Background: an optimization exercise with open tools, aiming at small area, a short achievable clock period and few clock cycles. Do not read the settings as production practice. Where RTL was checked, it was by simulation tests only, not by an equivalence proof against the original. Power figures rest on the tool's default switching activity, not on a simulated workload.

==> flow/design.v (excerpt) <==
module CPU_6507(
	output [12:0] addr_bus,
	output [7:0] d_out,
	input [7:0] d_in,
	output reg wenb,
	input clk,
	input rstb,
	input rdy
);
Size: ~1,400 cells after synthesis, about 110 flip-flops, roughly 0.0087 mm² of cells after synthesis.
export LEC_CHECK = 0
export ABC_AREA = 1
export CAP_MARGIN = 20
export CORE_MARGIN = 2
export CORE_UTILIZATION = 60
export SLEW_MARGIN = 20
create_clock -name core_clock -period 9.0 [get_ports {clk}]
standard.sh (not shown) runs the stock make flow with config.mk's settings and CLKGATE_MAP_FILE= SYNTH_SCRIPT=/design/flow/synth_recipe.tcl, a recipe that flattens the netlist after the stock synthesis.
==> flow/flow/run.sh <==
#!/bin/bash
set -euo pipefail
bash standard.sh ADDER_MAP_FILE= "BUFFER_PORTS_ARGS=-buffer_cell sky130_fd_sc_hd__buf_4" SETUP_SLACK_MARGIN=5.8 finish > flow_make.log 2>&1
Change:
==> flow/flow/run.sh (replaced) <==
#!/bin/bash
set -euo pipefail
bash standard.sh "BUFFER_PORTS_ARGS=-buffer_cell sky130_fd_sc_hd__buf_4" SETUP_SLACK_MARGIN=5.8 finish > flow_make.log 2>&1
Outcome:
- The changed run completed with no timing, DRC or antenna violations
- sequential share of layout area climbs by 0.56 points
- utilization climbs by 1.8 points
- die area drops by a few percent
- flip-flop and latch count stays the same
- non-clock buffer count climbs by 13
- power climbs slightly
No functional check of the RTL was part of any run of this note.

---

Setup of job 7080:
Another version of the RTL of CPU_6507 (not shown whole).
Size in the first run: roughly 1400 cells after synthesis, roughly 110 flip-flops, ~0.0085 mm^2 of cells after synthesis.
// CPU_6507
module CPU_6507(
	output [12:0] addr_bus,
	output [7:0] d_out,
	input [7:0] d_in,
	output reg wenb,
	input clk,
	input rstb,
	input rdy
);
==> flow/config.mk <==
export PLATFORM = sky130hd
export DESIGN_NAME = CPU_6507
export DESIGN_NICKNAME = CPU_6507
export VERILOG_FILES = /design/flow/design.v
export SDC_FILE = /design/flow/constraint.sdc
export NUM_CORES = 4
export LEC_CHECK = 0
export ABC_AREA = 1
export CAP_MARGIN = 20
export CORE_MARGIN = 2
export CORE_UTILIZATION = 60
export SLEW_MARGIN = 20
==> flow/constraint.sdc <==
create_clock -name core_clock -period 9.0 [get_ports {clk}]
set_input_delay 1.8000 -clock core_clock [delete_from_list [all_inputs] [get_ports {clk}]]
set_output_delay 1.8000 -clock core_clock [all_outputs]
set_load 0.01 [all_outputs]
==> flow/flow/run.sh <==
#!/bin/bash
set -euo pipefail
bash standard.sh "BUFFER_PORTS_ARGS=-buffer_cell sky130_fd_sc_hd__buf_4" SETUP_SLACK_MARGIN=5.5 finish > flow_make.log 2>&1
Job 7080 completed every stage of the flow, and the final layout passed the timing, DRC and antenna checks.
Testbench counts of job 7080, summed over its fixed seeds: cycles 244,174.
Input-level comparison between job 1327 and job 7080:
# job 7080
export LEC_CHECK = 0
export ABC_AREA = 1
export CAP_MARGIN = 20
export CORE_MARGIN = 2
export CORE_UTILIZATION = 60
export SLEW_MARGIN = 20
create_clock -name core_clock -period 9.0 [get_ports {clk}]
# job 1327
export LEC_CHECK = 0
export CAP_MARGIN = 20
export CORE_MARGIN = 2
export CORE_UTILIZATION = 60
export SLEW_MARGIN = 20
create_clock -name core_clock -period 9.0 [get_ports {clk}]
==> flow/flow/run.sh <==
#!/bin/bash
set -euo pipefail
bash standard.sh "BUFFER_PORTS_ARGS=-buffer_cell sky130_fd_sc_hd__buf_4" SETUP_SLACK_MARGIN=5.8 finish > flow_make.log 2>&1
Results
Looking at group with the largest share of power, the registers result is from job 7080; the combinational cells one comes from job 1327.
Diff job 7080 -> job 1327 | post-route standard cell area excluding fillers | increase of about 20%
Compared with job 7080, job 1327 shows detailed-routed wire length on met2 higher by about 13%.
When job 1327 is set beside job 7080, its number of placed instances with taps included turns out to be about 16% smaller.
Going from job 7080 to job 1327, total chip power now sits higher; worst setup slack after placement went down by 0.11 ns.
Leakage power total of job 1327 falls short of that of job 7080 by a few percent.
Comparing job 7080 with job 1327, the peak ir drop on the vdd network came out essentially unchanged.
Job 1327 vs. job 7080: maximum frequency saw a decrease; die footprint saw an increase; width of the chip saw an increase.
> inputs changed (job 1327 -> job 6577)
==> flow/flow/run.sh <==
#!/bin/bash
set -euo pipefail
W=$PWD
sed -e "s#^\(\s*\)log_cmd abc {\*}\$abc_args#\1log_cmd abc {*}[lreplace \$abc_args 1 1 $W/flow/abc_nf.script]#" \
    "$FLOW_HOME/scripts/synth.tcl" > "$W/flow_synth_core.tcl"
grep -q 'abc_nf.script' "$W/flow_synth_core.tcl"
sed -e "s#source \$::env(SCRIPTS_DIR)/synth.tcl#source $W/flow_synth_core.tcl#" \
    "$W/synth_recipe.tcl" > "$W/flow_synth.tcl"
grep -q "flow_synth_core.tcl" "$W/flow_synth.tcl"
bash standard.sh SYNTH_SCRIPT="$W/flow_synth.tcl" "BUFFER_PORTS_ARGS=-buffer_cell sky130_fd_sc_hd__buf_4" SETUP_SLACK_MARGIN=5.8 finish > "$W/flow_make.log" 2>&1
==> flow/flow/abc_nf.script (new file) <==
strash
&get -n
&dch -f
&nf
&put
topo
stime -c
buffer -c
upsize -c
dnsize -c
- Taking job 6577 as 1.0, job 1327 lands at 1.11 on post-route cell area.
- Of job 1327 and job 6577, the lower combinational share of power belongs to job 6577.
- Comparing job 1327 and job 6577, the lower power consumed by the clock network is on job 6577.
- Job 6577 has data arrival at the endpoint of the critical path below what job 1327 had.
[inputs] job 5065 vs job 6577
# job 6577
export LEC_CHECK = 0
export CAP_MARGIN = 20
export CORE_MARGIN = 2
export CORE_UTILIZATION = 60
export SLEW_MARGIN = 20
create_clock -name core_clock -period 9.0 [get_ports {clk}]
# job 5065
export LEC_CHECK = 0
export ABC_AREA = 1
export CAP_MARGIN = 20
export CORE_MARGIN = 2
export CORE_UTILIZATION = 60
export SETUP_SLACK_MARGIN = 5
export SLEW_MARGIN = 20
create_clock -name core_clock -period 9.0 [get_ports {clk}]
==> flow/run.sh (new file) <==
#!/bin/bash
# synth_recipe.tcl (not shown) runs the flow's synth.tcl, then flattens the netlist and writes it again
# the make line also repeats each setting of config.mk as NAME=value (left out here)
make -C /OpenROAD-flow-scripts/flow DESIGN_CONFIG=/design/flow/config.mk WORK_HOME=/design/flow/orfs CLKGATE_MAP_FILE= SYNTH_SCRIPT=/design/flow/synth_recipe.tcl finish
removed: flow/flow/run.sh
removed: flow/flow/abc_nf.script
removed: flow/standard.sh
Findings:
- Job 5065 | stages: all done | timing, DRC, antenna: all pass
- Portion of total power attributed to combinational logic ended up 5.0 points lower on job 5065 than on job 6577.
- Compared with job 6577, job 5065 shows via count that has gone up by a few percent.
- Job 6577 ended up with PC[14]$_DFFE_PP_ as its launching instance or port of the critical path; job 5065 ended up with cwr[12]$_SDFFE_PN0P_.
- Compared with job 6577, job 5065 shows length of routed met3 wiring lower by 13%.
- Job 5065 ends up with a hold slack that is 0.013 ns lower than in job 6577.
- [job 5065 vs job 6577] share of the synthesized area in compound gates (AO/OA/AOI/OAI): lower in job 5065
- In job 5065, the final area came out 6.2% below the value in job 6577.
- Between job 5065 and job 6577, it is job 5065 whose number of global-route vias before repair is higher, by 132.
- Changes observed in job 5065 relative to job 6577: minimum clock period after layout now sits higher; post-synth design cell area now sits higher.
- Summary: with job 6577 as the reference, count of distinct cell types in the synthesized netlist in job 5065 moved down by more than a quarter.

---

Starting RTL as in the previous note.
clock: 9.0 ns
lec_check: 0
abc_area: 1
cap_margin: 20
core_margin: 2
core_utilization: 60
slew_margin: 20
==> flow/flow/run.sh <==
#!/bin/bash
set -euo pipefail
bash standard.sh SETUP_SLACK_MARGIN=6.0 finish > flow_make.log 2>&1
The first run went through all stages and came out clean.
Testbench counts at the start, summed over its fixed seeds: cycles 244,174.
Then changed:
==> flow/flow/run.sh (replaced) <==
#!/bin/bash
set -euo pipefail
bash standard.sh "BUFFER_PORTS_ARGS=-buffer_cell sky130_fd_sc_hd__buf_4" SETUP_SLACK_MARGIN=5.8 finish > flow_make.log 2>&1
=>
- worst setup slack gains 0.0065 ns
- power goes down by 5.7%
- sequential power is about the same
- worst hold slack loses 0.013 ns
- non-clock buffer count goes down by 41
- final cell count goes down by 2.5%
- final area goes down by 7.7%
- global-route usage goes down by 3.0 points
- clock power goes down by about 3%
- core utilization goes down by 5.9 points
Then changed:
--- a/flow/config.mk
+++ b/flow/config.mk
@@ -12,0 +13 @@
+export TNS_END_PERCENT = 30
Outcome:
- The changed run completed without violations
- global-route usage came out lower by 0.57 points
- cell count decreases by 0.68%
- clock skew is about the same
Then changed:
--- a/flow/config.mk
+++ b/flow/config.mk
@@ -11 +11 @@
-export CORE_UTILIZATION = 60
+export CORE_UTILIZATION = 55
@@ -13 +12,0 @@
-export TNS_END_PERCENT = 30
What happened: Routed wire length went up by about 1.2%; synthesized cell count does not change; die area went up by 8.8%; flip-flop and latch count does not change.

---

Starting RTL as in the previous note.
Settings: LEC_CHECK=0, ABC_AREA=1, CAP_MARGIN=20, CORE_MARGIN=2, CORE_UTILIZATION=60, SLEW_MARGIN=20; clock period 9.0 ns.
==> flow/flow/run.sh <==
#!/bin/bash
set -euo pipefail
bash standard.sh SETUP_SLACK_MARGIN=5.5 finish > flow_make.log 2>&1
Testbench counts at the start, summed over its fixed seeds: cycles 244,174.
==> next run, changes <==
==> flow/flow/run.sh (replaced) <==
#!/bin/bash
set -euo pipefail
bash standard.sh ADDER_MAP_FILE= "BUFFER_PORTS_ARGS=-buffer_cell sky130_fd_sc_hd__buf_4" SETUP_SLACK_MARGIN=5.8 finish > flow_make.log 2>&1
Outcome:
- routed wire length went up by about 4.5%
- synthesized area went down by 0.89%
- worst setup slack is better by 250 ps
- clock-buffer cell count went up by 1
- via count went up by 3.4%
- power went up by 1.4%
- cell area went up by about 1.8%
- core utilization went up by 1.5 points
- fmax went up by about 8%
==> next run, changes <==
==> flow/flow/run.sh (replaced) <==
#!/bin/bash
set -euo pipefail
bash standard.sh "BUFFER_PORTS_ARGS=-buffer_cell sky130_fd_sc_hd__buf_4" SETUP_SLACK_MARGIN=5.8 finish > flow_make.log 2>&1
CTS_BUF_LIST = sky130_fd_sc_hd__clkbuf_4 sky130_fd_sc_hd__clkbuf_8   (was default)
The changed run finished clean. Final area barely changes. Cell count hardly moves. Maximum frequency decreases by a few percent. Sequential share of layout area is about the same. Critical path depth went down by 2. Worst setup slack gets worse by 86 ps.

separate check: timing with driven ports:
The results above use ideal ports. As a check the final layouts listed here were re-extracted and re-timed, cells and wires unchanged.
Step 1 (the two cells are an assumption about what drives the block):
set clk [get_ports {clk}]
set_driving_cell -lib_cell sky130_fd_sc_hd__clkbuf_16 $clk
set_driving_cell -lib_cell sky130_fd_sc_hd__buf_2 [delete_from_list [all_inputs] $clk]
Step 2, shift: input delay + t, output delay - t, t = (earliest + latest rising clock arrival at the registers) / 2. This alone moves slack from input paths to output paths.
Three values: ideal ports, drivers, drivers and shift; two values: the first two.
run	shift t [ns]	setup WS [ns]	worst register clock-pin slew, ns
the first run of note 1	0.400	5.721 / 5.677 / 5.473	0.08 / 0.08
the second run of note 1	0.409	5.685 / 5.638 / 5.457	0.08 / 0.08
job 7080	0.414	5.530 / 5.485 / 5.285	0.08 / 0.08
job 1327	0.414	5.441 / 5.441 / 5.326	0.09 / 0.09
job 6577	0.411	5.426 / 5.380 / 5.239	0.08 / 0.08
job 5065	0.406	5.084 / 5.039 / 4.853	0.08 / 0.08
the first run of note 3	0.411	5.733 / 5.689 / 5.626	0.08 / 0.08
the second run of note 3	0.416	5.739 / 5.693 / 5.535	0.08 / 0.08
the third run of note 3	0.415	5.614 / 5.566 / 5.421	0.08 / 0.08
the fourth run of note 3	0.409	5.771 / 5.723 / 5.503	0.08 / 0.08
the first run of note 4	0.407	5.508 / 5.463 / 5.206	0.08 / 0.08
the second run of note 4	0.404	5.758 / 5.716 / 5.444	0.08 / 0.08
the third run of note 4	0.452	5.673 / 5.633 / 5.471	0.12 / 0.12
After both steps setup and hold are still met in every run listed. The setup slack of the second run of note 4, which loses most, moves by -0.042 ns with the drivers and by -0.314 ns with both steps.
